This is an optimization exercise on Yosys and OpenROAD, whose aim is small area, not a production implementation. Where RTL was checked, it was by simulation tests only, not by an equivalence proof against the original. No functional check of the RTL was part of runs 2 to 4. No activity file was given, so power comes from the tool's default toggle rates.

<file path="flow/design.v">
module fifo (
    input clk,
    resetn,
    soft_reset,
    input read_en,
    write_en,
    input header_flag,
    input [7:0] data_in,
    output reg [7:0] data_out,
    output empty,
    full
);
  reg [143:0] mem;
  reg [4:0] occ;
  reg count_zero;
  reg [5:0] count_m1;
  wire rst = ~resetn | soft_reset;
  assign empty = occ[4];
  assign full  = ~occ[4] & (&occ[3:0]);
  wire wr = write_en & ~full;
  wire rd = read_en & ~empty;
  wire [8:0] head = mem[occ[3:0]*9 +: 9];
  always @(posedge clk) begin
    if (rst) occ <= 5'b11111;
    else if (wr & ~rd) occ <= occ + 5'd1;
    else if (rd & ~wr) occ <= occ - 5'd1;
  end
  always @(posedge clk) begin
    if (wr) mem <= {mem[134:0], header_flag, data_in};
  end
  wire flag1 = count_zero & (|data_out);
  always @(posedge clk) begin
    if (rst) data_out <= 8'b0;
    else if (flag1) data_out <= 8'b0;
    else if (rd) data_out <= head[7:0];
  end
  always @(posedge clk) begin
    if (rst) count_zero <= 1'b1;
    else if (rd) begin
      if (head[8]) begin
        count_zero <= 1'b0;
        count_m1 <= head[7:2];
      end else if (~count_zero) begin
        if (count_m1 == 6'd0) count_zero <= 1'b1;
        else count_m1 <= count_m1 - 6'd1;
      end
    end
  end
endmodule
module synchronizer (
    input clk,
    resetn,
    read_en_0,
    read_en_1,
    read_en_2,
    full_0,
    full_1,
    full_2,
    empty_0,
    empty_1,
    empty_2,
    detect_add,
    write_en_reg,
    lfd_state,
    input [1:0] data_in,
    output valid_out_0,
    valid_out_1,
    valid_out_2,
    output reg soft_reset_0,
    output reg soft_reset_1,
    output reg soft_reset_2,
    output reg fifo_full,
    output reg header_flag,
    output reg [2:0] write_en
);
  reg [1:0] add;
  reg [4:0] timer_0, timer_1, timer_2;
  localparam [4:0] T_START = 5'd1, T_END = 5'd8;
  always @(posedge clk) begin
    if (~resetn) add <= 2'b00;
    else if (detect_add) add <= data_in;
  end
  always @(*) begin
    case (add)
      2'b00:   write_en = {2'b00, write_en_reg};
      2'b01:   write_en = {1'b0, write_en_reg, 1'b0};
      2'b10:   write_en = {write_en_reg, 2'b00};
      default: write_en = 3'b000;
    endcase
  end
  always @(*) begin
    case (add)
      2'b00:   fifo_full = full_0;
      2'b01:   fifo_full = full_1;
      2'b10:   fifo_full = full_2;
      default: fifo_full = 1'b0;
    endcase
  end
  reg soft_reset_sel;
  always @(*) begin
    case (add)
      2'b00:   soft_reset_sel = soft_reset_0;
      2'b01:   soft_reset_sel = soft_reset_1;
      default: soft_reset_sel = soft_reset_2;
    endcase
  end
  always @(posedge clk) begin
    if (~resetn) header_flag <= 1'b0;
    else header_flag <= lfd_state & ~soft_reset_sel;
  end
  assign valid_out_0 = ~empty_0;
  assign valid_out_1 = ~empty_1;
  assign valid_out_2 = ~empty_2;
  always @(posedge clk) begin
    if (~resetn) begin
      soft_reset_0 <= 1'b0;
      timer_0 <= T_START;
    end else if (~valid_out_0 | read_en_0) timer_0 <= T_START;
    else if (timer_0 != T_END) begin
      soft_reset_0 <= 1'b0;
      timer_0 <= {timer_0[3:0], timer_0[4] ^ timer_0[2]};
    end else begin
      soft_reset_0 <= 1'b1;
      timer_0 <= T_START;
    end
  end
  always @(posedge clk) begin
    if (~resetn) begin
      soft_reset_1 <= 1'b0;
      timer_1 <= T_START;
    end else if (~valid_out_1 | read_en_1) timer_1 <= T_START;
    else if (timer_1 != T_END) begin
      soft_reset_1 <= 1'b0;
      timer_1 <= {timer_1[3:0], timer_1[4] ^ timer_1[2]};
    end else begin
      soft_reset_1 <= 1'b1;
      timer_1 <= T_START;
    end
  end
  always @(posedge clk) begin
    if (~resetn) begin
      soft_reset_2 <= 1'b0;
      timer_2 <= T_START;
    end else if (~valid_out_2 | read_en_2) timer_2 <= T_START;
    else if (timer_2 != T_END) begin
      soft_reset_2 <= 1'b0;
      timer_2 <= {timer_2[3:0], timer_2[4] ^ timer_2[2]};
    end else begin
      soft_reset_2 <= 1'b1;
      timer_2 <= T_START;
    end
  end
endmodule
module fsm (
    input clk,
    resetn,
    input pkt_valid,
    input parity_done,
    input soft_reset_0,
    soft_reset_1,
    soft_reset_2,
    input fifo_empty_0,
    fifo_empty_1,
    fifo_empty_2,
    input fifo_full,
    input low_pkt_valid,
    input [1:0] data_in,
    output busy,
    output detect_add,
    output ld_state,
    lfd_state,
    laf_state,
    full_state,
    output write_en_reg,
    rst_int_reg
);
  reg [2:0] present_state, next_state;
  reg seen1;   
  localparam DECODE_ADDRESS = 3'b000,
             LOAD_FIRST_DATA = 3'b001,
             LOAD_DATA = 3'b010,
             WAIT_TILL_EMPTY = 3'b011,
             FIFO_FULL_STATE = 3'b100,
             LOAD_AFTER_FULL = 3'b101,
             LOAD_PARITY = 3'b110,
             CHECK_PARITY_ERROR = 3'b111;
  always @(posedge clk) begin
    if (~resetn) seen1 <= 1'b0;
    else if (data_in == 2'b01) seen1 <= 1'b1;
  end
  wire sr_hit = (soft_reset_0 & (data_in == 2'b00)) |
                (soft_reset_1 & (data_in == 2'b01)) |
                (soft_reset_2 & (data_in == 2'b10));
  always @(posedge clk) begin
    if (~resetn | sr_hit) present_state <= DECODE_ADDRESS;
    else present_state <= next_state;
  end
  wire sel_empty = (data_in == 2'b00) ? fifo_empty_0 :
                   (data_in == 2'b01) ? fifo_empty_1 : fifo_empty_2;
  always @(*) begin
    case (present_state)
      DECODE_ADDRESS:
        if (pkt_valid & (data_in != 2'b11))
          next_state = sel_empty ? LOAD_FIRST_DATA : WAIT_TILL_EMPTY;
        else next_state = DECODE_ADDRESS;
      LOAD_FIRST_DATA: next_state = LOAD_DATA;
      LOAD_DATA:
        if (fifo_full) next_state = FIFO_FULL_STATE;
        else if (~pkt_valid) next_state = LOAD_PARITY;
        else next_state = LOAD_DATA;
      WAIT_TILL_EMPTY:
        if (seen1 ? fifo_empty_1 : fifo_empty_0) next_state = LOAD_FIRST_DATA;
        else next_state = WAIT_TILL_EMPTY;
      FIFO_FULL_STATE:
        if (~fifo_full) next_state = LOAD_AFTER_FULL;
        else next_state = FIFO_FULL_STATE;
      LOAD_AFTER_FULL:
        if (parity_done) next_state = DECODE_ADDRESS;
        else if (low_pkt_valid) next_state = LOAD_PARITY;
        else next_state = LOAD_DATA;
      LOAD_PARITY: next_state = CHECK_PARITY_ERROR;
      default:
        if (fifo_full) next_state = FIFO_FULL_STATE;
        else next_state = DECODE_ADDRESS;
    endcase
  end
  assign busy = ~((present_state == LOAD_DATA) | (present_state == DECODE_ADDRESS));
  assign detect_add = (present_state == DECODE_ADDRESS);
  assign lfd_state = (present_state == LOAD_FIRST_DATA);
  assign ld_state = (present_state == LOAD_DATA);
  assign laf_state = (present_state == LOAD_AFTER_FULL);
  assign full_state = (present_state == FIFO_FULL_STATE);
  assign write_en_reg = (present_state == LOAD_DATA) | (present_state == LOAD_PARITY) |
                        (present_state == LOAD_AFTER_FULL);
  assign rst_int_reg = (present_state == CHECK_PARITY_ERROR);
endmodule
module register (
    input clk,
    resetn,
    input pkt_valid,
    input fifo_full,
    input ld_state,
    full_state,
    laf_state,
    lfd_state,
    detect_add,
    rst_int_reg,
    input [7:0] data_in,
    output reg parity_done,
    output reg low_pkt_valid,
    output reg err,
    output reg [7:0] data_out
);
  reg [7:0] fifo_full_state_byte, parity_diff;
  wire parity_load = (ld_state & ~fifo_full & ~pkt_valid) |
                     (laf_state & low_pkt_valid & ~parity_done);
  always @(posedge clk) begin
    if (~resetn | detect_add) parity_done <= 1'b0;
    else if (parity_load) parity_done <= 1'b1;
  end
  always @(posedge clk) begin
    if (~resetn | rst_int_reg) low_pkt_valid <= 1'b0;
    else if (ld_state & ~pkt_valid) low_pkt_valid <= 1'b1;
  end
  always @(posedge clk) begin
    if (detect_add | (ld_state & ~fifo_full)) data_out <= data_in;
    else if (laf_state) data_out <= fifo_full_state_byte;
  end
  always @(posedge clk) begin
    if (ld_state) fifo_full_state_byte <= data_in;
  end
  always @(posedge clk) begin
    if (detect_add) parity_diff <= data_in;
    else if (lfd_state & ~pkt_valid) parity_diff <= 8'b0;
    else if ((ld_state & (pkt_valid | ~fifo_full)) | (laf_state & low_pkt_valid & ~parity_done))
      parity_diff <= parity_diff ^ data_in;
  end
  always @(posedge clk) begin
    if (~resetn) err <= 1'b0;
    else if (parity_done) err <= |parity_diff;
  end
endmodule
module router_top(
    input clk,resetn,
    input read_en_0,read_en_1,read_en_2,
    input pkt_valid,
    input [7:0]data_in,
    output [7:0]data_out_0,data_out_1,data_out_2,
    output valid_out_0,valid_out_1,valid_out_2,
    output err,busy
    );
    wire wire_soft_reset_0, wire_soft_reset_1, wire_soft_reset_2;
    wire [2:0]wire_write_en;
    wire [7:0]wire_register_data_out;
    wire wire_lfd_state;
    wire wire_header_flag;
    wire wire_empty_0,wire_empty_1,wire_empty_2;
    wire wire_full_0,wire_full_1,wire_full_2;
    wire wire_fifo_full;
    wire wire_parity_done;
    wire wire_detect_add;
    wire wire_write_en_reg;
    wire wire_low_pkt_valid;
    wire wire_ld_state,wire_full_state,wire_laf_state;
    wire wire_rst_int_reg;
    fifo fifo_0 (
        .clk(clk),
        .resetn(resetn),
        .soft_reset(wire_soft_reset_0),
        .read_en(read_en_0),
        .write_en(wire_write_en[0]),
        .header_flag(wire_header_flag),
        .data_in(wire_register_data_out),
        .data_out(data_out_0),
        .empty(wire_empty_0),
        .full(wire_full_0)
    );
    fifo fifo_1 (
        .clk(clk),
        .resetn(resetn),
        .soft_reset(wire_soft_reset_1),
        .read_en(read_en_1),
        .write_en(wire_write_en[1]),
        .header_flag(wire_header_flag),
        .data_in(wire_register_data_out),
        .data_out(data_out_1),
        .empty(wire_empty_1),
        .full(wire_full_1)
    );
    fifo fifo_2 (
        .clk(clk),
        .resetn(resetn),
        .soft_reset(wire_soft_reset_2),
        .read_en(read_en_2),
        .write_en(wire_write_en[2]),
        .header_flag(wire_header_flag),
        .data_in(wire_register_data_out),
        .data_out(data_out_2),
        .empty(wire_empty_2),
        .full(wire_full_2)
    );
    synchronizer sync (
        .clk(clk),
        .resetn(resetn),
        .read_en_0(read_en_0),
        .read_en_1(read_en_1),
        .read_en_2(read_en_2),
        .full_0(wire_full_0),
        .full_1(wire_full_1),
        .full_2(wire_full_2),
        .empty_0(wire_empty_0),
        .empty_1(wire_empty_1),
        .empty_2(wire_empty_2),
        .detect_add(wire_detect_add),
        .write_en_reg(wire_write_en_reg),
        .lfd_state(wire_lfd_state),
        .data_in(data_in[1:0]),
        .valid_out_0(valid_out_0),
        .valid_out_1(valid_out_1),
        .valid_out_2(valid_out_2),
        .soft_reset_0(wire_soft_reset_0),
        .soft_reset_1(wire_soft_reset_1),
        .soft_reset_2(wire_soft_reset_2),
        .fifo_full(wire_fifo_full),
        .header_flag(wire_header_flag),
        .write_en(wire_write_en)
    ); 
        fsm fsm_ (
            .clk(clk),
            .resetn(resetn),
            .pkt_valid(pkt_valid),
            .parity_done(wire_parity_done),
            .soft_reset_0(wire_soft_reset_0),
            .soft_reset_1(wire_soft_reset_1),
            .soft_reset_2(wire_soft_reset_2),
            .fifo_empty_0(wire_empty_0),
            .fifo_empty_1(wire_empty_1),
            .fifo_empty_2(wire_empty_2),
            .fifo_full(wire_fifo_full),
            .low_pkt_valid(wire_low_pkt_valid),
            .data_in(data_in[1:0]),
            .busy(busy),
            .detect_add(wire_detect_add),
            .lfd_state(wire_lfd_state),
            .ld_state(wire_ld_state),
            .laf_state(wire_laf_state),
            .full_state(wire_full_state),
            .write_en_reg(wire_write_en_reg),
            .rst_int_reg(wire_rst_int_reg)
        );
    register regi (
        .clk(clk),
        .resetn(resetn),
        .pkt_valid(pkt_valid),
        .fifo_full(wire_fifo_full),
        .ld_state(wire_ld_state),
        .full_state(wire_full_state),
        .laf_state(wire_laf_state),
        .lfd_state(wire_lfd_state),
        .detect_add(wire_detect_add),
        .rst_int_reg(wire_rst_int_reg),
        .data_in(data_in),
        .parity_done(wire_parity_done),
        .low_pkt_valid(wire_low_pkt_valid),
        .err(err),
        .data_out(wire_register_data_out)
    );
endmodule
</file>
<file path="flow/flow/abc_area.script">
&get -n
&st
&dch
&nf -R 1000 -p -F 8 -A 4 -C 32
&st
&syn2
&if -g -K 6
&synch2
&nf -R 1000 -p -F 8 -A 4 -C 32
&st
&syn2
&if -g -K 6
&synch2
&nf -R 1000 -p -F 8 -A 4 -C 32
&put
</file>
<file path="flow/config.mk">
export PLATFORM = sky130hd
export DESIGN_NAME = router_top
export DESIGN_NICKNAME = router_top
export VERILOG_FILES = /design/flow/design.v
export SDC_FILE = /design/flow/constraint.sdc
export NUM_CORES = 4
export LEC_CHECK = 0
export CAP_MARGIN = 0
export CORE_MARGIN = 2
export CORE_UTILIZATION = 80
export PLACE_DENSITY = 0.88
export SLEW_MARGIN = 0
</file>
<file path="flow/flow/run.sh">
#!/bin/bash
# The standard layout (standard.sh), with these changes:
#  - synthesis: the standard flow's script, but ABC maps with flow/abc_area.script
#    (area recovery in &nf); everything before and after ABC, and so every
#    register, is as in the standard synthesis;
#  - clock tree: clkbuf_16 leaf buffers in clusters of up to 25 flip-flops,
#    without dummy loads;
#  - port buffers: buf_1.
set -euo pipefail
HERE=$(pwd)
sed "s#source \$::env(SCRIPTS_DIR)/synth_preamble.tcl#source \$::env(SCRIPTS_DIR)/synth_preamble.tcl\nset abc_args [lreplace \$abc_args 1 1 $HERE/flow/abc_area.script]#" \
  "$FLOW_HOME/scripts/synth.tcl" > synth_abc.tcl
sed "s#source \$::env(SCRIPTS_DIR)/synth.tcl#source $HERE/synth_abc.tcl#" synth_recipe.tcl > synth_recipe_abc.tcl
sed "s#SYNTH_SCRIPT=[^ ]*#SYNTH_SCRIPT=$HERE/synth_recipe_abc.tcl#" standard.sh > standard_abc.sh
export CTS_ARGS="-sink_clustering_enable -repair_clock_nets -dont_use_dummy_load -sink_clustering_size 16 -sink_clustering_max_diameter 60 -buf_list sky130_fd_sc_hd__clkbuf_8"
export BUFFER_PORTS_ARGS="-buffer_cell sky130_fd_sc_hd__buf_1"
bash standard_abc.sh > standard.log 2>&1
</file>
<file path="flow/constraint.sdc">
create_clock -name core_clock -period 5.0 [get_ports {clk}]
set_input_delay 1.0000 -clock core_clock [delete_from_list [all_inputs] [get_ports {clk}]]
set_output_delay 1.0000 -clock core_clock [all_outputs]
set_load 0.01 [all_outputs]
</file>
<file path="flow/standard.sh">
#!/bin/bash
# synth_recipe.tcl (not shown) runs the flow's synth.tcl, then flattens the netlist and writes it again
# the make line also repeats each setting of config.mk as NAME=value (left out here)
make -C /OpenROAD-flow-scripts/flow DESIGN_CONFIG=/design/flow/config.mk WORK_HOME=/design/flow/orfs CLKGATE_MAP_FILE= SYNTH_SCRIPT=/design/flow/synth_recipe.tcl "${@:-finish}"
</file>
==> impl_metrics.csv, run 1 <==
group,metric,value,unit
status,status,"finished clean",
power,vdd_drop_max,461.8,µV
worst_setup_path,reg2regPathDepth,7,
finish,postLayoutCellArea,0.02242,mm²
clocking,cts_tree,"built",
routing,viasPerCell,7.096,
die,start_util,81.17,%
global_routing,overflow,0,
clocking,clkLatencyLatePin,600,ps
clocking,cts_buffers,40,
routing,vias,10980,
yosys,yosys-top-cells-area,"edfxtp_1, mux4_2, dfxtp_1",
yosys,synth_top_area_share,67.67,%
timing,rsz0062_at_grt,"no",
timing,fin_crit,3348,ps
worst_setup_path,crit_fanout,40,
yosys,synth_top_family_by_area,"multiplexers",
global_routing,grt_max_degree,86,
global_routing,grt_pass1_vias,11070,
clocking,clockRootBuffer,"clkbuf_8",
routing,drt-pass1-iter-count,5,
yosys,synth_edf_count,474,
finish,drive_gt1_share,15.79,%
clocking,htreeDepth,2,
global_routing,grt_pass1_wl,64250,µm
timing,whs,407.2,ps
worst_setup_path,start_kind,"flop",
yosys,seq_area_frac_synth,74.34,%
finish,fill_cells,1005,
placement,io_buffers,42,
global_routing,track_usage,30.94,%
placement,place.gp.congestion,0.8561,
yosys,synth_top_area_cell,"edfxtp_1",
routing,drc,0,
routing,ant_nets,0,
timing,slew_viol_final,0,
clocking,cts_resized,0,
timing,maxSlewHeadroom,23.49,%
placement,hpwl,26740,µm
die,io_pins,43,
routing,drtIter0Drc,1419,
yosys,ys.flop_type,"edfxtp_1",
timing,setup_viol,0,
yosys,synth_xor_xnor_area_share,1.457,%
clocking,cts.clk_slew.worst_paths,100,ps
die,core_area,0.02591,mm²
yosys,yosys.area_share.simple,4.759,%
yosys,yosysWarnings,4,
yosys,synth.avg_cell_area,18.90,µm²
clocking,cts_setup_buffers,0,
worst_setup_path,cp_data_arrival_time,3520,ps
finish,syn2layout_area_growth,6.586,%
power,power_density,441.6,mW/mm²
worst_setup_path,crit_path_end_kind,"flop",
clocking,hold_buffers,0,
yosys,synth_compound_area_share,4.819,%
yosys,ys_seq_elements,544,
finish,finish.net_count,1247,
clocking,clock_path_buffers,3,
clocking,cts.sinks,544,
worst_setup_path,required,5170,ps
timing,fin_crit_sh,66.97,%
die,rows,59,
timing,final_hold_viol_count,0,
yosys,synth_commonest_cells,"edfxtp_1, mux4_2, nand2_1",
yosys,synth.most_common_cell,"edfxtp_1",
yosys,synth_cell_types,37,
power,leakage,0.007328,µW
timing,worst_slew_pin_slew,1145,ps
yosys,synthesis.nets,1148,
placement,postPlaceCellArea,0.02186,mm²
worst_setup_path,path_class,"reg -> reg",
yosys,synth_area,0.02103,mm²
min_path,hold_depth,0,
yosys,synthAdderAreaFrac,1.356,%
yosys,synthArstFlopShare,0,%
global_routing,antenna_found_initial,4,
die,die_x,166.1,µm
yosys,syn_inst,1113,
power,total_power,9901,µW
timing,finalClockSkew,72.62,ps
timing,fmax,0.2987,GHz
die,dieArea,0.02760,mm²
die,die_y,166.1,µm
routing,wl_per_cell,26.91,µm
job,drv_cap,0,
yosys,synthMuxAreaShare,12.86,%
min_path,hp-class,"reg -> reg",
routing,wl,41630,µm
[final timing paths]
| check | from | to | slack (ps) |
|---|---|---|---|
| worst max register to register | fifo_1.occ[0] | regi.data_out[6] | 1650 |
| worst min register to register | fifo_0.mem[61] | fifo_0.mem[70] | 410 |
| worst max-delay path | fifo_1.occ[0] | regi.data_out[6] | 1650 |
| worst min-delay path | fifo_0.mem[61] | fifo_0.mem[70] | 410 |
[power by group]
part	switching [µW]	internal (µW)
clock network	1260	722
registers	507	5710
logic	943	758
[through the flow]
stage	utilization, %	worst slack, ps	instances	TNS [ps]
2_1_floorplan	-	-2268	1113	-281930
3_3_place_gp	84.37	1877	1505	0
3_5_place_dp	84.37	1680	1505	0
4_1_cts	86.50	1626	1545	0
5_1_grt	86.51	1286	1546	0
6_report	86.52	1652	1547	0
[state kept, by name (all words and copies together), names as in the netlist, 6 cells and up]
signal	cells
fifo_0.mem	144
fifo_1.mem	144
fifo_2.mem	144
fifo_0.data_out	8
fifo_1.data_out	8
fifo_2.data_out	8
regi.data_out	8
regi.fifo_full_state_byte	8
regi.parity_diff	8
fifo_0.count_m1	6
fifo_1.count_m1	6
fifo_2.count_m1	6
[cell type report]
cell class,instances,area (µm²),share of cell area [%]
Clock buffer,40,550.5,2.456
Antenna cell,2,5.005,0.02233
Tap cell,335,419.2,1.870
Timing Repair Buffer,57,270.3,1.206
Multi-Input combinational cell,546,5421,24.18
Inverter,23,90.09,0.4019
Sequential cell,544,15660,69.86
[worst max-delay path: stages (launching register included)]
cell and delay (ps):
dfxtp_4 850, nand4_1 210, nor2_2 230, a21oi_1 100, o21ai_0 520, nand2_1 130, nand2_1 400, o21ai_0 530
[placed cells by master, fill, tap and decap left out, drive strengths merged, types with 23 or more instances in the layout]
master and n:
clkbuf 40, o21ai 54, dfxtp 70, mux4 108, nor2 42, clkinv 23
buf 57, nand2 78, a22o 27, a221oi 27, xor2 26, edfxtp 474
[metal layers]
metal	GRT usage [%]	share of wire [%]	vias to the layer above
met2	49.27	49	683
met1	45.30	38	5479
met5	0	0	-
li1	-	-	4709
met4	11.95	4.0	0
met3	4.504	8.4	107
[kinds of logic (layout without fill, tap and decap cells)]
| group | count (synthesis) | after routing |
|---|---|---|
| adders and majority gates | 21 | 21 |
| other | 0 | 2 |
| and+or+nand+nor | 206 | 206 |
| DFF | 544 | 544 |
| xor gates and xnor gates | 35 | 35 |
| AOI/OAI and AO/OA | 150 | 150 |
| buffers and inverters | 23 | 120 |
| muxes | 134 | 134 |
==> run 2, diff against run 1 <==
--- a/flow/design.v
+++ b/flow/design.v
@@ -20,5 +20,12 @@
   wire wr = write_en & ~full;
   wire rd = read_en & ~empty;
-  wire [8:0] head = mem[occ[3:0]*9 +: 9];
+  wire [15:0] sel = 16'b1 << occ[3:0];
+  reg [8:0] head;
+  integer k;
+  always @(*) begin
+    head = 9'b0;
+    for (k = 0; k < 16; k = k + 1)
+      head = head | (mem[k*9 +: 9] & {9{sel[k]}});
+  end
   always @(posedge clk) begin
     if (rst) occ <= 5'b11111;
==> flow/flow/abc_area.script (replaced) <==
&get -n
&st
&dch
&nf -R 1000 -p -F 8 -A 4 -C 32
&put
==> impl_metrics.csv, run 2 <==
group,metric,value,unit
power,p_sw,3305,µW
die,dieArea,0.02662,mm²
clocking,cts.clk_slew.worst_paths,90,ps
clocking,hold_buffers,0,
min_path,hp-class,"reg -> reg",
yosys,ys_seq_elements,544,
die,io_pins,43,
worst_setup_path,crit_fanout,85,
global_routing,antenna_found_initial,2,
clocking,cts.sinks,544,
global_routing,grt_max_degree,86,
yosys,synth_top_area_share,70.25,%
clocking,clockRootBuffer,"clkbuf_8",
worst_setup_path,cpPeakStageDelay,900,ps
clocking,clkLatencyLatePin,580,ps
global_routing,grt_pass1_wl,68190,µm
global_routing,grt_pass1_vias,12080,
power,total_power,10590,µW
timing,whs,429.0,ps
power,clkPwrFrac,18.7,%
die,start_util,80.93,%
yosys,yosysWarnings,4,
timing,final_hold_viol_count,0,
die,die_y,163.1,µm
placement,io_buffers,42,
clocking,cts_setup_buffers,0,
yosys,yosys-top-cells-area,"edfxtp_1, dfxtp_1, a222oi_1",
yosys,synth.avg_cell_area,16.47,µm²
finish,utilization,87.49,%
worst_setup_path,r2r-start,"fifo_0.occ[1]",
power,combPwrFrac,20.9,%
yosys,synth_cell_types,43,
worst_setup_path,crit_top_cell,"buf_4",
finish,top_regs,"fifo_0.mem: 144 flops, fifo_1.mem: 144 flops, fifo_2.mem: 144 flops",
yosys,synthesis.nets,1265,
worst_setup_path,start_kind,"flop",
routing,drt-pass1-iter-count,10,
die,core_area,0.02504,mm²
power,p_sw_share,31.21,%
finish,postLayoutCellArea,0.02190,mm²
worst_setup_path,cp_data_arrival_time,3320,ps
worst_setup_path,r2r-end,"fifo_0.mem[105]",
status,status,"finished clean",
routing,wl_per_cell,26.24,µm
job,drv_cap,0,
timing,maxSlewHeadroom,32.74,%
yosys,synth.most_common_cell,"edfxtp_1",
timing,rsz0062_at_grt,"no",
global_routing,track_usage,34.05,%
yosys,ys.flop_type,"edfxtp_1",
global_routing,overflow,0,
finish,finish.net_count,1399,
power,vdd_drop_max,396.7,µV
placement,place.gp.congestion,0.8857,
worst_setup_path,path_class,"reg -> reg",
power,p_int,7285,µW
finish,layout_commonest_cell,"edfxtp_1",
timing,worst_slew_pin_slew,1009,ps
timing,fin_crit,3161,ps
min_path,worstHoldStart,"fifo_0.mem[132]",
clocking,clock_path_buffers,3,
worst_setup_path,reg2regPathDepth,5,
yosys,synth_area,0.02026,mm²
die,rows,58,
power,power_density,483.5,mW/mm²
power,leakage,0.007110,µW
worst_setup_path,cp_slowest_cell,"buf_4",
routing,ant_nets,0,
finish,fill_cells,1013,
routing,vias,12720,
clocking,cts_tree,"built",
finish,final_cell_mix,"edfxtp_1, a222oi_1, nand2_1, dfxtp_1",
clocking,htreeDepth,2,
finish,drive_gt1_share,8.737,%
yosys,synth_top_area_cell,"edfxtp_1",
timing,finalClockSkew,36.38,ps
timing,fin_crit_sh,63.22,%
min_path,hold_depth,0,
placement,postPlaceCellArea,0.02135,mm²
yosys,synthArstFlopShare,0,%
die,die_x,163.1,µm
yosys,seq_area_frac_synth,77.16,%
finish,syn2layout_area_growth,8.108,%
yosys,synth_commonest_cells,"edfxtp_1, a222oi_1, nand2_1",
timing,setup_viol,0,
power,seq_power_share,60.4,%
clocking,cts_resized,0,
min_path,hold_end,"fifo_0.mem[141]",
routing,drtIter0Drc,2688,
routing,viasPerCell,7.512,
worst_setup_path,required,5160,ps
worst_setup_path,path_cells,"nand2_1, nor3_1, nor4_4, buf_4, buf_4",
routing,drc,0,
worst_setup_path,crit_path_end_kind,"flop",
routing,wl,44420,µm
placement,hpwl,29750,µm
worst_setup_path,r2r_setup_slack,1840,ps
timing,slew_viol_final,0,
timing,fmax,0.3164,GHz
yosys,synth_edf_count,474,
clocking,cts_buffers,40,
yosys,syn_inst,1230,
## run 2: cell count changes in the layout (fill, tap and decap cells not counted), moves of 12 or more
cell,delta
nor3_1,+15
nand2_1,+12
nor2_1,+13
a221oi_1,-26
a21oi_1,+34
buf_4,+35
a222oi_1,+94
a22o_1,-24
nand4_1,+40
mux4_2,-108
a22oi_1,+51
nor4bb_1,+15
## run 2: worst max path at each step
stage	depth (start not counted)	startpoint	slack (ps)	to
final	5	fifo_0.occ[1]	1840	fifo_0.mem[105]
after global routing	5	fifo_0.occ[0]	1630	fifo_0.mem[105]
after CTS	6	fifo_2.occ[3]	1860	regi.parity_diff[1]
after detailed placement	11	read_en_1	1850	fifo_1.occ[4]
after global placement	11	read_en_1	2020	fifo_1.occ[4]
after floorplan	11	fsm_.present_state[0]	-2070	fifo_0.occ[4]
## run 2: critical path, delay by kind of cell (launching register included)
kind	cells	cell delay, ps
and+or+nand+nor	3	660
buffers and inverters	2	1550
DFF	1	510
## run 2: power by group through the flow
stage | combinational [µW] | sequential (µW) | clock (µW)
CTS | 2170 | 6370 | 1990
floorplan | 1450 | 6310 | 0
detailed placement | 2150 | 6460 | 0
global placement | 2030 | 6400 | 0
finish | 2210 | 6400 | 1980
global route | 2380 | 6450 | 2140
## run 2: metrics by stage
stage / setup TNS, ps / instances / setup slack (ps)
2_1_floorplan: -131100 / 1230 / -2070
3_3_place_gp: 0 / 1652 / 2021
3_5_place_dp: 0 / 1652 / 1852
4_1_cts: 0 / 1692 / 1864
5_1_grt: 0 / 1692 / 1630
6_report: 0 / 1693 / 1839
## run 2: cell families (layout without fill, tap and decap cells)
group / count (synthesis) / after routing / synth area share, %
simple gates: 319 / 319 / 8.540
fa+ha+maj: 21 / 21 / 1.408
xor+xnor: 26 / 26 / 1.124
buf+inv: 19 / 151 / 0.3520
mux: 16 / 16 / 0.8399
flops: 544 / 544 / 77.16
other cells: 0 / 1 / 0
compound gates: 285 / 285 / 10.57
## run 2: per-layer routing
| metal | vias up | track usage, % | wire length, µm |
|---|---|---|---|
| met3 | 141 | 6.247 | 5530 |
| met2 | 1042 | 53.41 | 20900 |
| met1 | 6146 | 49.46 | 16230 |
| met5 | - | 0 | 31 |
| met4 | 4 | 11.99 | 1722 |
| li1 | 5385 | - | - |
## run 2: layout make-up
class	count	area (µm²)	share of cell area [%]
sequential	544	15650	71.42
multi-input combinational	667	4681	21.37
clock buffer	40	550.5	2.513
timing repair buffer	92	533.0	2.433
tap	330	412.9	1.885
inverter	19	80.08	0.3656
antenna	1	2.502	0.01142
==> run 3, diff against run 2 <==
--- a/flow/flow/run.sh
+++ b/flow/flow/run.sh
@@ -14,4 +14,5 @@
 sed "s#SYNTH_SCRIPT=[^ ]*#SYNTH_SCRIPT=$HERE/synth_recipe_abc.tcl#" standard.sh > standard_abc.sh
 export CTS_ARGS="-sink_clustering_enable -repair_clock_nets -dont_use_dummy_load -sink_clustering_size 16 -sink_clustering_max_diameter 60 -buf_list sky130_fd_sc_hd__clkbuf_8"
+export REMOVE_ABC_BUFFERS=1
 export BUFFER_PORTS_ARGS="-buffer_cell sky130_fd_sc_hd__buf_1"
 bash standard_abc.sh > standard.log 2>&1
==> flow/flow/abc_area.script (replaced) <==
&get -n
&st
&dch
&nf -R 1000 -p -F 8 -A 4 -C 32
&put
mfs3 -ae
--- a/flow/config.mk
+++ b/flow/config.mk
@@ -6,7 +6,8 @@
 export NUM_CORES = 4
 export LEC_CHECK = 0
-export CAP_MARGIN = 0
+export CAP_MARGIN = 20
 export CORE_MARGIN = 2
-export CORE_UTILIZATION = 80
-export PLACE_DENSITY = 0.88
-export SLEW_MARGIN = 0
+export CORE_UTILIZATION = 70
+export GPL_TIMING_DRIVEN = 0
+export PLACE_DENSITY = 0.8
+export SLEW_MARGIN = 20
==> impl_metrics.csv, run 3 <==
group,metric,value,unit
status,status,"finished clean",
die,start_util,70.78,%
timing,slew_viol_final,0,
routing,viasPerCell,6.900,
finish,top_regs,"fifo_0.mem: 144 flops, fifo_1.mem: 144 flops, fifo_2.mem: 144 flops",
timing,rsz0062_at_grt,"no",
placement,hpwl,29130,µm
routing,ant_nets,0,
worst_setup_path,path_class,"reg -> reg",
placement,pre_cts_ws,454.1,ps
routing,drtIter0Drc,2078,
power,vdd_drop_max,398.9,µV
power,leakage,0.007228,µW
clocking,cts_setup_buffers,0,
yosys,ys.flop_type,"edfxtp_1",
power,p_sw,3400,µW
yosys,synth_top_area_share,70.44,%
worst_setup_path,crit_path_end_kind,"flop",
placement,postPlaceCellArea,0.02155,mm²
power,power_density,487.0,mW/mm²
die,dieArea,0.03024,mm²
timing,finalSetupTns,0,ps
clocking,cts_tree,"built",
clocking,clockRootBuffer,"clkbuf_8",
routing,wl,41860,µm
finish,syn2layout_area_growth,9.586,%
clocking,cts_resized,0,
die,die_x,173.9,µm
global_routing,grt_pass1_vias,11660,
routing,vias,12240,
global_routing,grt_max_degree,33,
finish,fill_cells,1646,
die,io_pins,43,
finish,final_cell_mix,"edfxtp_1, nand2_1, a222oi_1, dfxtp_1",
global_routing,track_usage,27.88,%
placement,place.gp.congestion,0.8281,
job,drv_cap,0,
timing,whs,447.7,ps
clocking,clock_path_buffers,3,
clocking,cts_buffers,41,
yosys,yosysWarnings,4,
global_routing,antenna_found_initial,0,
yosys,synth.most_common_cell,"edfxtp_1",
yosys,synth_area,0.02021,mm²
yosys,syn_inst,1243,
finish,n_antenna_cell,0,
yosys,ys_seq_elements,544,
timing,final_hold_viol_count,0,
timing,setup_viol,0,
global_routing,grt_pass1_wl,65410,µm
yosys,yosys-top-cells-area,"edfxtp_1, dfxtp_1, a222oi_1",
die,core_area,0.02855,mm²
die,die_y,173.9,µm
timing,maxSlewHeadroom,28.45,%
clocking,cts.clk_slew.worst_paths,100,ps
power,p_int,7384,µW
timing,fin_crit,4655,ps
worst_setup_path,crit_fanout,15,
finish,layout_commonest_cell,"edfxtp_1",
finish,postLayoutCellArea,0.02214,mm²
yosys,seq_area_frac_synth,77.38,%
timing,finalClockSkew,42.43,ps
power,seq_power_share,59.7,%
yosys,synth.avg_cell_area,16.26,µm²
yosys,synth_top_area_cell,"edfxtp_1",
yosys,synthArstFlopShare,0,%
clocking,htreeDepth,2,
clocking,hold_buffers,0,
timing,worst_slew_pin_slew,1065,ps
worst_setup_path,cp_data_arrival_time,5100,ps
clocking,clkLatencyLatePin,590,ps
min_path,hp-class,"reg -> reg",
yosys,synth_commonest_cells,"edfxtp_1, nand2_1, a222oi_1",
worst_setup_path,required,5440,ps
clocking,cts.sinks,544,
timing,fmax,0.2148,GHz
power,combPwrFrac,21.7,%
routing,drt-pass1-iter-count,9,
finish,drive_gt1_share,11.08,%
routing,drc,0,
power,clkPwrFrac,18.6,%
timing,fin_crit_sh,93.11,%
worst_setup_path,start_kind,"flop",
routing,wl_per_cell,23.60,µm
yosys,synth_cell_types,40,
placement,io_buffers,42,
power,p_sw_share,31.53,%
die,rows,62,
power,total_power,10780,µW
yosys,synth_edf_count,474,
finish,finish.net_count,1427,
timing,fin_ws,344.6,ps
global_routing,overflow,0,
==> run 3: cell types whose count changed after synthesis <==
cell	change
clkinv_1	+2
nor3_1	+15
xor2_1	-2
nand2_1	+15
nor3b_1	+4
nor4_1	+3
and4b_1	-6
or3b_1	-1
xnor2_1	+2
nor4bb_1	-15
and4_1	-3
or3_1	+2
nor2_1	-3
==> run 3: layer usage <==
| metal | vias up | GRT usage [%] | part of all wire (%) |
|---|---|---|---|
| li1 | 5445 | - | - |
| met2 | 627 | 43.24 | 47 |
| met1 | 6099 | 42.72 | 42 |
| met3 | 69 | 4.199 | 8.7 |
| met5 | - | 0 | 0 |
| met4 | 0 | 7.038 | 2.2 |
==> run 3: layout make-up <==
type	count	area [µm²]	share of cell area [%]
flip-flops and latches	544	15640	70.61
multi-input cells	678	4748	21.44
repair buffers	106	635.6	2.871
clock buffers	41	564.3	2.548
well taps	384	480.5	2.170
inverters	21	78.83	0.3560
==> run 3: stage by stage <==
| stage | utilization [%] | cells |
|---|---|---|
| 6_report | 77.56 | 1774 |
| 5_1_grt | 77.56 | 1774 |
| 4_1_cts | 77.48 | 1774 |
| 3_5_place_dp | 75.50 | 1733 |
| 3_3_place_gp | 73.01 | 1669 |
| 2_1_floorplan | - | 1243 |
==> run 3: final timing paths <==
| path | startpoint | endpoint | slack, ps | depth (start not counted) |
|---|---|---|---|---|
| worst max-delay path | fifo_2.occ[2] | fifo_2.occ[4] | 340 | 16 |
| worst min-delay path | fifo_0.mem[2] | fifo_0.mem[11] | 450 | 0 |
| worst max register to register | fifo_2.occ[2] | fifo_2.occ[4] | 340 | 16 |
| worst min register to register | fifo_0.mem[2] | fifo_0.mem[11] | 450 | 0 |
==> run 3: kinds of logic (layout without fill, tap and decap cells) <==
kind of cell,count (synthesis),in the layout,synth area share [%]
AOI/OAI and AO/OA,285,285,10.60
and+or+nand+nor,330,330,8.248
buffers and inverters,21,168,0.3901
adders and majority gates,21,21,1.412
xor gates and xnor gates,26,26,1.127
muxes,16,16,0.8422
DFF,544,544,77.38
==> run 3: power groups by stage <==
stage | clock (µW) | sequential (µW) | combinational [µW]
finish | 2010 | 6440 | 2340
global placement | 0 | 6540 | 1940
global route | 2190 | 6510 | 2550
detailed placement | 0 | 6510 | 2300
CTS | 2050 | 6420 | 2320
floorplan | 0 | 6450 | 1490
==> run 3: worst max-delay path, stage by stage (launching register included) <==
cell      delay, ps
dfxtp_1         540
nand2_1         350
nor3_1          200
nor3b_2         720
buf_4           340
buf_6           180
buf_6           170
buf_4           210
buf_6           170
buf_4           210
ha_1            220
clkinv_1        170
fa_1            440
a21o_1          170
a21oi_1         210
xnor2_1         140
o211ai_1         90
==> run 4, diff against run 3 <==
--- a/flow/config.mk
+++ b/flow/config.mk
@@ -9,5 +9,4 @@
 export CORE_MARGIN = 2
 export CORE_UTILIZATION = 70
-export GPL_TIMING_DRIVEN = 0
 export PLACE_DENSITY = 0.8
 export SLEW_MARGIN = 20
==> impl_metrics.csv, run 4 <==
group,metric,value,unit
status,status,"finished clean",
timing,worst_slew_pin_slew,1063,ps
yosys,synth.avg_cell_area,16.26,µm²
yosys,synthArstFlopShare,0,%
global_routing,overflow,0,
timing,rsz0062_at_grt,"no",
finish,drive_gt1_share,7.402,%
clocking,clock_path_buffers,3,
worst_setup_path,required,5190,ps
finish,utilization,76.51,%
timing,slew_viol_final,0,
power,power_density,488.6,mW/mm²
finish,final_cell_mix,"edfxtp_1, nand2_1, a222oi_1, dfxtp_1",
die,core_area,0.02855,mm²
yosys,ys.flop_type,"edfxtp_1",
routing,drc,0,
clocking,hold_buffers,0,
yosys,yosysWarnings,4,
global_routing,grt_pass1_wl,66330,µm
timing,fin_crit_sh,67.35,%
routing,drt-pass1-iter-count,9,
finish,layout_commonest_cell,"edfxtp_1",
placement,place.gp.congestion,0.8175,
timing,maxSlewHeadroom,28.97,%
clocking,cts_tree,"built",
die,dieArea,0.03024,mm²
global_routing,track_usage,28.44,%
yosys,yosys-top-cells-area,"edfxtp_1, dfxtp_1, a222oi_1",
clocking,cts.sinks,544,
min_path,hp-class,"reg -> reg",
yosys,synth.most_common_cell,"edfxtp_1",
timing,final_hold_viol_count,0,
placement,io_buffers,42,
routing,wl,42760,µm
power,leakage,0.007099,µW
worst_setup_path,crit_fanout,73,
die,die_y,173.9,µm
power,vdd_drop_max,361.2,µV
global_routing,antenna_found_initial,0,
placement,dp_cells,1722,
die,io_pins,43,
job,drv_cap,0,
routing,wl_per_cell,24.27,µm
yosys,syn_inst,1243,
worst_setup_path,path_class,"reg -> reg",
clocking,clkLatencyLatePin,570,ps
yosys,synth_area,0.02021,mm²
clocking,cts.clk_slew.worst_paths,100,ps
finish,top_regs,"fifo_0.mem: 144 flops, fifo_1.mem: 144 flops, fifo_2.mem: 144 flops",
finish,fin_cells,1762,
die,die_x,173.9,µm
finish,syn2layout_area_growth,8.093,%
clocking,clockRootBuffer,"clkbuf_8",
yosys,synth_commonest_cells,"edfxtp_1, nand2_1, a222oi_1",
clocking,cts_buffers,40,
finish,finish.net_count,1415,
routing,vias,12240,
placement,hpwl,28290,µm
worst_setup_path,start_kind,"flop",
clocking,cts_resized,0,
timing,finalClockSkew,49.12,ps
global_routing,grt_max_degree,87,
yosys,synth_edf_count,474,
yosys,seq_area_frac_synth,77.38,%
die,start_util,70.78,%
yosys,synth_top_area_cell,"edfxtp_1",
worst_setup_path,crit_path_end_kind,"flop",
finish,n_antenna_cell,0,
die,rows,62,
timing,setup_viol,0,
timing,fmax,0.2969,GHz
clocking,htreeDepth,2,
worst_setup_path,cp_data_arrival_time,3550,ps
timing,fin_crit,3368,ps
yosys,synth_cell_types,40,
routing,viasPerCell,6.944,
yosys,synth_top_area_share,70.44,%
routing,ant_nets,0,
clocking,cts_setup_buffers,0,
global_routing,grt_pass1_vias,11830,
yosys,ys_seq_elements,544,
routing,drtIter0Drc,1892,
[run 4: logic make-up after synthesis]
family / after synthesis / synth area share (%)
AO/OA/AOI/OAI: 285 / 10.60
buffers and inverters: 21 / 0.3901
adder cells (fa/ha/maj): 21 / 1.412
XOR/XNOR: 26 / 1.127
AND/OR/NAND/NOR: 330 / 8.248
multiplexers: 16 / 0.8422
flip-flops: 544 / 77.38
[run 4: layout make-up]
| type | count | area [µm²] |
|---|---|---|
| Inverter | 21 | 78.83 |
| Timing Repair Buffer | 95 | 555.5 |
| Fill cell | 1688 | 6706 |
| Clock buffer | 40 | 550.5 |
| Multi-Input combinational cell | 678 | 4541 |
| Sequential cell | 544 | 15640 |
| Tap cell | 384 | 480.5 |
[run 4: metal layers]
layer	share of wire, %	wire (µm)	vias up	GRT usage (%)
li1	-	-	5402	-
met1	39	16890	6027	40.83
met2	47	20280	711	44.99
met3	10	4266	96	5.184
met4	3.1	1326	0	9.909
met5	0	0	-	0
[run 4: worst paths after layout]
path                                            start              to  slack (ps)  cells after the start
worst min-delay path                   fifo_1.mem[46]  fifo_1.mem[55]         450                      0
worst max register to register  fsm_.present_state[0]  fifo_2.mem[78]        1630                      6
worst max-delay path            fsm_.present_state[0]  fifo_2.mem[78]        1630                      6
worst min register to register         fifo_1.mem[46]  fifo_1.mem[55]         450                      0
[run 4: power by group]
| part | switching, µW | leakage [µW] | internal [µW] |
|---|---|---|---|
| Combinational | 1560 | 0.00193 | 721 |
| Sequential | 512 | 0.00488 | 5890 |
| Clock | 1260 | 0.000288 | 722 |
[run 4: per-stage QoR]
stage | TNS (ps) | worst slack (ps) | total power (µW) | area, µm² | hold WS [ps]
final | 0 | 1632 | 10670 | 21840 | 446.5
after global routing | 0 | 1406 | 11140 | 21840 | 448.8
after CTS | 0 | 1665 | 10690 | 21840 | 445.8
after detailed placement | 0 | 1673 | 8751 | 21290 | 433.1
after global placement | 0 | 1776 | 8605 | 21290 | 426.8
after floorplan | -3702540 | -12400 | 7933 | 20210 | 421.0
[run 4: worst max-delay path, stage by stage, from the launching register on]
cell and delay [ps]:
dfxtp_1 430, clkinv_1 170, nor2_1 180, a21oi_1 190, nor3b_2 350, buf_4 760
buf_4 820
==> run 5, diff against run 4 <==
--- a/flow/design.v
+++ b/flow/design.v
@@ -33,6 +33,8 @@
     else if (rd & ~wr) occ <= occ - 5'd1;
   end
+  wire load = wr & ~rst;
+  wire hold = ~wr & ~rst;
   always @(posedge clk) begin
-    if (wr) mem <= {mem[134:0], header_flag, data_in};
+    mem <= ({144{load}} & {mem[134:0], header_flag, data_in}) | ({144{hold}} & mem);
   end
   wire flag1 = count_zero & (|data_out);
==> impl_metrics.csv, run 5 <==
group,metric,value,unit
timing,finalSetupTns,0,ps
yosys,synth.avg_cell_area,11.70,µm²
power,clkPwrFrac,23.1,%
worst_setup_path,cpPeakStageDelay,930,ps
power,p_int,5842,µW
clocking,cts.sinks,544,
clocking,clockRootBuffer,"clkbuf_8",
placement,hpwl,30220,µm
power,seq_power_share,58.0,%
die,start_util,71.09,%
yosys,synth_cell_types,43,
worst_setup_path,cpLargestDelayFamily,"simple AND/OR/NAND/NOR gates",
routing,wl_per_cell,21.08,µm
worst_setup_path,path_cells,"nand2_1, nor2_1, nand2_1, nor3_1, a221oi_1, nand2_1, nand2_1, a2111o_1",
timing,fin_crit,3709,ps
min_path,hp-class,"reg -> reg",
worst_setup_path,crit_top_cell,"nand2_1",
die,io_pins,43,
global_routing,grt_pass1_vias,13790,
timing,slew_viol_final,0,
routing,vias,15370,
routing,ant_nets,0,
placement,io_buffers,42,
die,core_area,0.02771,mm²
clocking,clock_path_buffers,3,
yosys,synthArstFlopShare,0,%
timing,maxSlewHeadroom,22.50,%
placement,place.gp.congestion,0.8802,
finish,top_regs,"fifo_0.mem: 144 flops, fifo_1.mem: 144 flops, fifo_2.mem: 144 flops",
min_path,hold_depth,2,
clocking,cts_resized,0,
power,power_density,401.2,mW/mm²
placement,pre_cts_ws,1306,ps
worst_setup_path,start_kind,"flop",
finish,drive_gt1_share,5.928,%
timing,fmax,0.2696,GHz
clocking,cts_tree,"built",
global_routing,antenna_found_initial,0,
finish,n_antenna_cell,0,
timing,worst_slew_pin_slew,1158,ps
yosys,syn_inst,1683,
worst_setup_path,path_buf_inv,0,
timing,setup_viol,0,
yosys,synth.most_common_cell,"dfxtp_1",
die,rows,61,
finish,final_cell_mix,"dfxtp_1, a22o_1, nand2_1, a222oi_1, a21oi_1",
yosys,yosys-top-cells-area,"dfxtp_1, a22o_1, edfxtp_1",
timing,rsz0062_at_grt,"no",
die,dieArea,0.02949,mm²
timing,finalClockSkew,42.34,ps
global_routing,grt_max_degree,145,
power,p_sw_share,32.06,%
routing,drtIter0Drc,2055,
routing,wl,46370,µm
power,vdd_drop_max,312.0,µV
yosys,yosysWarnings,4,
worst_setup_path,reg2regPathDepth,8,
yosys,seq_area_frac_synth,57.43,%
worst_setup_path,crit_fanout,16,
finish,fill_cells,1893,
worst_setup_path,path_class,"reg -> reg",
routing,drc,0,
worst_setup_path,cp_data_arrival_time,3960,ps
clocking,htreeDepth,2,
die,die_x,171.7,µm
finish,regArea,0.01131,mm²
yosys,ys_seq_elements,544,
clocking,cts_buffers,40,
power,p_sw,2756,µW
finish,multi_input_area,0.008366,mm²
yosys,ys.flop_type,"dfxtp_1",
power,combPwrFrac,18.9,%
worst_setup_path,cp_slowest_cell,"nor2_1",
global_routing,overflow,0,
die,die_y,171.7,µm
finish,layout_commonest_cell,"dfxtp_1",
global_routing,track_usage,30.81,%
worst_setup_path,path_depth,8,
finish,utilization,77.35,%
routing,drt-pass1-iter-count,9,
timing,fin_ws,1291,ps
yosys,synth_commonest_cells,"dfxtp_1, a22o_1, nand2_1",
yosys,synth_edf_count,42,
clocking,cts_setup_buffers,0,
timing,final_hold_viol_count,0,
power,leakage,0.008012,µW
routing,viasPerCell,6.985,
yosys,synth_top_area_cell,"dfxtp_1",
clocking,cts.clk_slew.worst_paths,100,ps
global_routing,grt_pass1_wl,72910,µm
yosys,synth_area,0.01970,mm²
finish,finish.net_count,1859,
worst_setup_path,required,5250,ps
timing,fin_crit_sh,74.18,%
yosys,synth_top_area_share,51.03,%
clocking,hold_buffers,0,
clocking,clkLatencyLatePin,580,ps
worst_setup_path,crit_path_end_kind,"flop",
job,drv_cap,0,
finish,syn2layout_area_growth,8.812,%
status,status,"finished clean",
==> run 5: layer usage <==
metal | vias to the layer above | part of all wire [%] | global-route usage (%)
met4 | 0 | 2.2 | 9.207
met1 | 7507 | 45 | 45.02
met2 | 592 | 45 | 46.94
met3 | 85 | 7.8 | 5.476
met5 | - | 0 | 0
li1 | 7182 | - | -
==> run 5: worst register-to-register path, cell delays in order (launching register included) <==
cell      delay, ps
dfxtp_1         700
nand2_1         220
nor2_1          930
nand2_1         130
nor3_1          220
a221oi_1        120
nand2_1         200
nand2_1         270
a2111o_1        610
==> run 5: cells by family (layout without fill, tap and decap cells) <==
group	count (synthesis)	after routing	synth area share, %
buffers and inverters	22	161	0.4193
adders and majority gates	21	21	1.448
muxes	16	16	0.8640
DFF	544	544	57.43
and+or+nand+nor	335	335	8.519
xor gates and xnor gates	29	29	1.290
AOI/OAI and AO/OA	716	716	30.03
==> run 5: final timing paths <==
path / start / endpoint / slack (ps)
worst min-delay path: sync.timer_2[3] / sync.timer_2[4] / 470
worst max-delay path: fifo_2.occ[0] / regi.parity_diff[3] / 1290
worst max register to register: fifo_2.occ[0] / regi.parity_diff[3] / 1290
worst min register to register: sync.timer_2[3] / sync.timer_2[4] / 470
==> run 5: power groups by stage <==
stage	clock (µW)	sequential (µW)	combinational, µW
global route	2180	5030	1770
CTS	2030	4980	1600
detailed placement	0	5080	1590
floorplan	0	4950	1040
finish	1990	4990	1620
global placement	0	5070	1540
==> run 5: area by class of cell <==
type | count | area share, %
multi-input combinational | 1117 | 39.04
inverter | 22 | 0.3853
timing repair buffer | 99 | 3.024
clock buffer | 40 | 2.569
tap | 378 | 2.207
sequential | 544 | 52.78
==> run 5: stage by stage <==
step / cells / cell area, µm² / total power [µW] / hold slack, ps
final: 2200 / 21430 / 8598 / 466.9
after global routing: 2200 / 21430 / 8980 / 489.8
after CTS: 2200 / 21430 / 8610 / 467.1
after detailed placement: 2160 / 20880 / 6669 / 454.2
after global placement: 2160 / 20880 / 6612 / 442.9
after floorplan: 1683 / 19700 / 5994 / 440.7
==> run 6, diff against run 5 <==
--- a/flow/flow/run.sh
+++ b/flow/flow/run.sh
@@ -14,5 +14,4 @@
 sed "s#SYNTH_SCRIPT=[^ ]*#SYNTH_SCRIPT=$HERE/synth_recipe_abc.tcl#" standard.sh > standard_abc.sh
 export CTS_ARGS="-sink_clustering_enable -repair_clock_nets -dont_use_dummy_load -sink_clustering_size 16 -sink_clustering_max_diameter 60 -buf_list sky130_fd_sc_hd__clkbuf_8"
-export REMOVE_ABC_BUFFERS=1
 export BUFFER_PORTS_ARGS="-buffer_cell sky130_fd_sc_hd__buf_1"
 bash standard_abc.sh > standard.log 2>&1
--- a/flow/config.mk
+++ b/flow/config.mk
@@ -6,7 +6,7 @@
 export NUM_CORES = 4
 export LEC_CHECK = 0
-export CAP_MARGIN = 20
+export CAP_MARGIN = 10
 export CORE_MARGIN = 2
-export CORE_UTILIZATION = 70
-export PLACE_DENSITY = 0.8
-export SLEW_MARGIN = 20
+export CORE_UTILIZATION = 75
+export PLACE_DENSITY = 0.85
+export SLEW_MARGIN = 10
==> impl_metrics.csv, run 6 <==
group,metric,value,unit
timing,setup_viol,0,
finish,postLayoutCellArea,0.02143,mm²
placement,dp_cells,2122,
routing,drtIter0Drc,2149,
timing,slew_viol_final,0,
yosys,synth.avg_cell_area,11.70,µm²
clocking,cts.sinks,544,
placement,postPlaceCellArea,0.02088,mm²
yosys,seq_area_frac_synth,57.43,%
finish,top_regs,"fifo_0.mem: 144 flops, fifo_1.mem: 144 flops, fifo_2.mem: 144 flops",
routing,viasPerCell,7.228,
yosys,yosys-top-cells-area,"dfxtp_1, a22o_1, edfxtp_1",
yosys,yosysWarnings,4,
power,total_power,8648,µW
finish,drive_gt1_share,6.130,%
clocking,clkLatencyLatePin,570,ps
routing,vias,15630,
status,status,"finished clean",
yosys,ys_seq_elements,544,
clocking,hold_buffers,0,
worst_setup_path,path_class,"reg -> reg",
timing,fin_crit_sh,69.21,%
routing,drt-pass1-iter-count,11,
timing,fin_ws,1540,ps
timing,maxSlewHeadroom,27.52,%
global_routing,track_usage,33.02,%
finish,fin_cells,2162,
yosys,syn_inst,1683,
routing,drc,0,
die,dieArea,0.02757,mm²
worst_setup_path,crit_fanout,7,
clocking,cts_setup_buffers,0,
die,core_area,0.02591,mm²
die,rows,59,
timing,finalSetupTns,0,ps
yosys,synth_top_area_cell,"dfxtp_1",
timing,worst_slew_pin_slew,1083,ps
clocking,htreeDepth,2,
placement,place.gp.congestion,0.8614,
finish,finish.net_count,1864,
placement,io_buffers,42,
die,die_x,166.1,µm
power,power_density,403.6,mW/mm²
finish,layout_commonest_cell,"dfxtp_1",
timing,fmax,0.2890,GHz
timing,fin_crit,3460,ps
routing,ant_nets,0,
worst_setup_path,cp_data_arrival_time,3900,ps
yosys,synth.most_common_cell,"dfxtp_1",
yosys,ys.flop_type,"dfxtp_1",
clocking,cts_buffers,40,
yosys,synth_edf_count,42,
die,die_y,166.1,µm
yosys,synth_commonest_cells,"dfxtp_1, a22o_1, nand2_1",
worst_setup_path,reg2regPathDepth,11,
finish,final_cell_mix,"dfxtp_1, a22o_1, nand2_1, a222oi_1",
power,vdd_drop_max,405.5,µV
global_routing,overflow,0,
timing,rsz0062_at_grt,"no",
routing,wl_per_cell,21.85,µm
power,leakage,0.008043,µW
timing,finalClockSkew,31.65,ps
yosys,synth_area,0.01970,mm²
min_path,hp-class,"reg -> reg",
global_routing,grt_pass1_wl,75660,µm
placement,pre_cts_ws,1594,ps
placement,hpwl,30530,µm
die,start_util,76.01,%
yosys,synth_top_area_share,51.03,%
clocking,clockRootBuffer,"clkbuf_8",
clocking,clock_path_buffers,3,
worst_setup_path,crit_path_end_kind,"flop",
yosys,synth_cell_types,43,
timing,final_hold_viol_count,0,
die,io_pins,43,
global_routing,grt_max_degree,145,
finish,syn2layout_area_growth,8.786,%
yosys,synthesis.nets,1718,
worst_setup_path,required,5440,ps
clocking,cts.clk_slew.worst_paths,100,ps
job,drv_cap,0,
clocking,cts_tree,"built",
yosys,synthArstFlopShare,0,%
global_routing,antenna_found_initial,0,
global_routing,grt_pass1_vias,14260,
routing,wl,47230,µm
worst_setup_path,start_kind,"flop",
min_path,hold_depth,2,
finish,n_antenna_cell,0,
clocking,cts_resized,0,
==> run 6: metrics by stage <==
stage / util [%] / hold WS [ps]
after floorplan: - / 440.7
after global placement: 80.56 / 449.2
after detailed placement: 80.56 / 454.7
after CTS: 82.69 / 468.4
after global routing: 82.69 / 489.7
final: 82.69 / 467.7
==> run 6: layout make-up <==
| class | count | area, µm² |
|---|---|---|
| timing repair buffer | 104 | 698.2 |
| sequential | 544 | 11310 |
| inverter | 22 | 82.58 |
| fill | 1553 | 4486 |
| tap | 335 | 419.2 |
| multi-input combinational | 1117 | 8364 |
| clock buffer | 40 | 550.5 |
==> run 6: per-layer routing <==
layer | vias to the layer above | wire length [µm] | GRT usage [%] | part of all wire [%]
met5 | - | 0 | 0 | 0
met4 | 0 | 1483 | 11.83 | 3.1
met3 | 110 | 3905 | 4.552 | 8.3
met2 | 763 | 21550 | 51.27 | 46
met1 | 7567 | 20290 | 47.90 | 43
li1 | 7188 | - | - | -
==> run 6: final timing paths <==
path	start	slack, ps	endpoint
max reg2reg	fsm_.present_state[0]	1540	fifo_2.occ[4]
min	sync.timer_1[3]	470	sync.timer_1[4]
min reg2reg	sync.timer_1[3]	470	sync.timer_1[4]
max	fsm_.present_state[0]	1540	fifo_2.occ[4]
==> run 6: cell families after synthesis <==
group / Yosys count / share of synthesized area [%]
and+or+nand+nor: 335 / 8.519
DFF: 544 / 57.43
adders and majority gates: 21 / 1.448
AOI/OAI and AO/OA: 716 / 30.03
xor gates and xnor gates: 29 / 1.290
muxes: 16 / 0.8640
buffers and inverters: 22 / 0.4193
==> run 6: where the power goes <==
group	internal (µW)	switching [µW]
Sequential	4650	347
Clock	722	1280
Combinational	484	1170
==> run 6: worst max-delay path, stage by stage (launching register included) <==
cell and delay [ps]:
dfxtp_1 430, nor2b_1 280, a21oi_1 200, a2111oi_0 760
buf_4 270, ha_1 210, clkinv_1 160, fa_1 430
a21o_1 170, a21oi_1 190, xnor2_1 140, o211ai_1 90
==> run 7, diff against run 6 <==
--- a/flow/flow/run.sh
+++ b/flow/flow/run.sh
@@ -4,6 +4,8 @@
 #    (area recovery in &nf); everything before and after ABC, and so every
 #    register, is as in the standard synthesis;
-#  - clock tree: clkbuf_16 leaf buffers in clusters of up to 25 flip-flops,
+#  - clock tree: clkbuf_8 leaf buffers in clusters of up to 16 flip-flops,
 #    without dummy loads;
+#  - floorplan: ABC's buffers removed instead of a timing repair on the
+#    unplaced, unbuffered netlist (REMOVE_ABC_BUFFERS);
 #  - port buffers: buf_1.
 set -euo pipefail
@@ -14,4 +16,5 @@
 sed "s#SYNTH_SCRIPT=[^ ]*#SYNTH_SCRIPT=$HERE/synth_recipe_abc.tcl#" standard.sh > standard_abc.sh
 export CTS_ARGS="-sink_clustering_enable -repair_clock_nets -dont_use_dummy_load -sink_clustering_size 16 -sink_clustering_max_diameter 60 -buf_list sky130_fd_sc_hd__clkbuf_8"
+export REMOVE_ABC_BUFFERS=1
 export BUFFER_PORTS_ARGS="-buffer_cell sky130_fd_sc_hd__buf_1"
 bash standard_abc.sh > standard.log 2>&1
--- a/flow/config.mk
+++ b/flow/config.mk
@@ -6,7 +6,7 @@
 export NUM_CORES = 4
 export LEC_CHECK = 0
-export CAP_MARGIN = 10
+export CAP_MARGIN = 20
 export CORE_MARGIN = 2
-export CORE_UTILIZATION = 75
-export PLACE_DENSITY = 0.85
-export SLEW_MARGIN = 10
+export CORE_UTILIZATION = 70
+export PLACE_DENSITY = 0.8
+export SLEW_MARGIN = 20
==> impl_metrics.csv, run 7 <==
group,metric,value,unit
routing,wl,46370,µm
power,vdd_drop_max,312.0,µV
worst_setup_path,r2r-end,"regi.parity_diff[3]",
yosys,synth_cell_types,43,
timing,fmax,0.2696,GHz
clocking,cts_setup_buffers,0,
worst_setup_path,r2r-start,"fifo_2.occ[0]",
die,rows,61,
worst_setup_path,start_kind,"flop",
yosys,synth.avg_cell_area,11.70,µm²
min_path,worstHoldStart,"sync.timer_2[3]",
worst_setup_path,path_class,"reg -> reg",
die,io_pins,43,
timing,final_hold_viol_count,0,
clocking,cts.sinks,544,
finish,final_cell_mix,"dfxtp_1, a22o_1, nand2_1, a222oi_1, a21oi_1",
yosys,synth_edf_count,42,
timing,slew_viol_final,0,
power,power_density,401.2,mW/mm²
finish,finish.net_count,1859,
timing,setup_viol,0,
global_routing,grt_pass1_wl,72910,µm
timing,whs,466.9,ps
yosys,seq_area_frac_synth,57.43,%
global_routing,track_usage,30.81,%
min_path,hold_end,"sync.timer_2[4]",
worst_setup_path,startpoint,"fifo_2.occ[0]",
yosys,synth_top_area_share,51.03,%
placement,hpwl,30220,µm
routing,viasPerCell,6.985,
finish,utilization,77.35,%
worst_setup_path,r2r_setup_slack,1290,ps
die,dieArea,0.02949,mm²
clocking,cts.clk_slew.worst_paths,100,ps
yosys,ys_seq_elements,544,
status,status,"finished clean",
min_path,hold_depth,2,
yosys,synthArstFlopShare,0,%
yosys,ys.flop_type,"dfxtp_1",
global_routing,overflow,0,
clocking,hold_buffers,0,
power,total_power,8598,µW
worst_setup_path,cp_data_arrival_time,3960,ps
global_routing,antenna_found_initial,0,
power,leakage,0.008012,µW
clocking,clock_path_buffers,3,
routing,drc,0,
routing,ant_nets,0,
die,start_util,71.09,%
yosys,synth_top_area_cell,"dfxtp_1",
timing,rsz0062_at_grt,"no",
routing,drtIter0Drc,2055,
placement,place.gp.congestion,0.8802,
routing,wl_per_cell,21.08,µm
die,core_area,0.02771,mm²
clocking,cts_buffers,40,
clocking,htreeDepth,2,
clocking,cts_tree,"built",
worst_setup_path,reg2regPathDepth,8,
global_routing,grt_max_degree,145,
worst_setup_path,required,5250,ps
finish,n_antenna_cell,0,
timing,finalClockSkew,42.34,ps
yosys,synth.most_common_cell,"dfxtp_1",
worst_setup_path,crit_path_end_kind,"flop",
die,die_y,171.7,µm
global_routing,grt_pass1_vias,13790,
finish,top_regs,"fifo_0.mem: 144 flops, fifo_1.mem: 144 flops, fifo_2.mem: 144 flops",
yosys,yosys-top-cells-area,"dfxtp_1, a22o_1, edfxtp_1",
timing,fin_crit,3709,ps
job,drv_cap,0,
routing,drt-pass1-iter-count,9,
yosys,synth_commonest_cells,"dfxtp_1, a22o_1, nand2_1",
clocking,cts_resized,0,
routing,vias,15370,
clocking,clockRootBuffer,"clkbuf_8",
placement,io_buffers,42,
placement,pre_cts_ws,1306,ps
min_path,hp-class,"reg -> reg",
timing,fin_crit_sh,74.18,%
die,die_x,171.7,µm
yosys,yosysWarnings,4,
clocking,clkLatencyLatePin,580,ps
timing,fin_ws,1291,ps
finish,syn2layout_area_growth,8.812,%
worst_setup_path,crit_fanout,16,
yosys,synth_area,0.01970,mm²
timing,worst_slew_pin_slew,1158,ps
timing,maxSlewHeadroom,22.50,%
yosys,syn_inst,1683,
finish,drive_gt1_share,5.928,%
finish,layout_commonest_cell,"dfxtp_1",
## run 7: cell count changes in the layout (fill, tap and decap cells not counted)
cell,before,now
nor3_2,2,0
nor3_1,31,33
buf_12,6,5
nor4_4,1,0
buf_4,56,52
nor4_1,15,12
a2111oi_1,0,1
nor4_2,0,4
a2111oi_0,1,0
## run 7: logic make-up after synthesis
kind of cell	synth area share, %
multiplexers	0.8640
buffers and inverters	0.4193
AND/OR/NAND/NOR	8.519
AO/OA/AOI/OAI	30.03
XOR/XNOR	1.290
adder cells (fa/ha/maj)	1.448
flip-flops	57.43
## run 7: worst max-delay path by stage
stage | endpoint | slack, ps | depth (start not counted)
6_report | regi.parity_diff[3] | 1290 | 8
5_1_grt | regi.parity_diff[1] | 1140 | 8
4_1_cts | fifo_2.occ[4] | 1270 | 10
3_5_place_dp | fifo_2.occ[4] | 1310 | 10
3_3_place_gp | fifo_2.occ[4] | 1500 | 10
2_1_floorplan | fifo_1.mem[0] | -6980 | 3
## run 7: cell type report
cell class,instances,area [µm²]
clock buffer,40,550.5
fill,1893,6275
inverter,22,82.58
multi-input combinational,1117,8366
sequential,544,11310
tap,378,473.0
timing repair buffer,99,648.1
## run 7: stage by stage
step | cells | instance area (µm²) | setup TNS, ps
2_1_floorplan | 1683 | 19700 | -1395830
6_report | 2200 | 21430 | 0
5_1_grt | 2200 | 21430 | 0
3_3_place_gp | 2160 | 20880 | 0
3_5_place_dp | 2160 | 20880 | 0
4_1_cts | 2200 | 21430 | 0
## run 7: routing by layer
metal  routed length, µm  global-route usage, %  vias to the layer above
li1                    -                      -                     7182
met1               21040                  45.02                     7507
met2               20700                  46.94                      592
met3                3600                  5.476                       85
met4                1033                  9.207                        0
met5                   0                      0                        -
## run 7: critical path, cell delays in order, from the launching register on
cell,delay [ps]
dfxtp_1,700
nand2_1,210
nor2_1,930
nand2_1,130
nor3_1,220
a221oi_1,120
nand2_1,200
nand2_1,270
a2111o_1,610
## run 7: power breakdown
part           internal [µW]  switching (µW)
Sequential              4650             339
Clock                    722            1270
Combinational            471            1150

## separate check: timing with driven ports
No port has a modelled driver above. Below, the same layouts with a new extraction and two added sets of constraints.
Step 1 sets driving cells, clkbuf_16 on the clock port and buf_2 on the other inputs (assumed; they add their load-dependent delay and slew).
Step 2 moves the port delays by t, midway between the first and last clock arrival at a register: inputs arrive t later, outputs are due t later. That takes back most of the time a late clock gives input paths.
a / b / c = no drivers / after step 1 / after step 2; a / b = the first two.
| run | t (ns) | setup WS [ns] | worst setup path at the end |
|---|---|---|---|
| run 1 | 0.609 | 1.652 / 1.652 / 1.652 | register to register |
| run 2 | 0.605 | 1.839 / 1.839 / 1.788 | input to register |
| run 3 | 0.613 | 0.345 / 0.345 / 0.345 | register to register |
| run 4 | 0.595 | 1.632 / 1.632 / 1.632 | register to register |
| run 5 | 0.607 | 1.291 / 1.291 / 1.291 | register to register |
| run 6 | 0.605 | 1.540 / 1.540 / 1.540 | register to register |
| run 7 | 0.607 | 1.291 / 1.291 / 1.291 | register to register |
After both steps setup and hold are still met in every run listed. For run 2, which loses most, drivers alone change the setup slack by 0.000 ns; drivers and shift together by -0.051 ns.
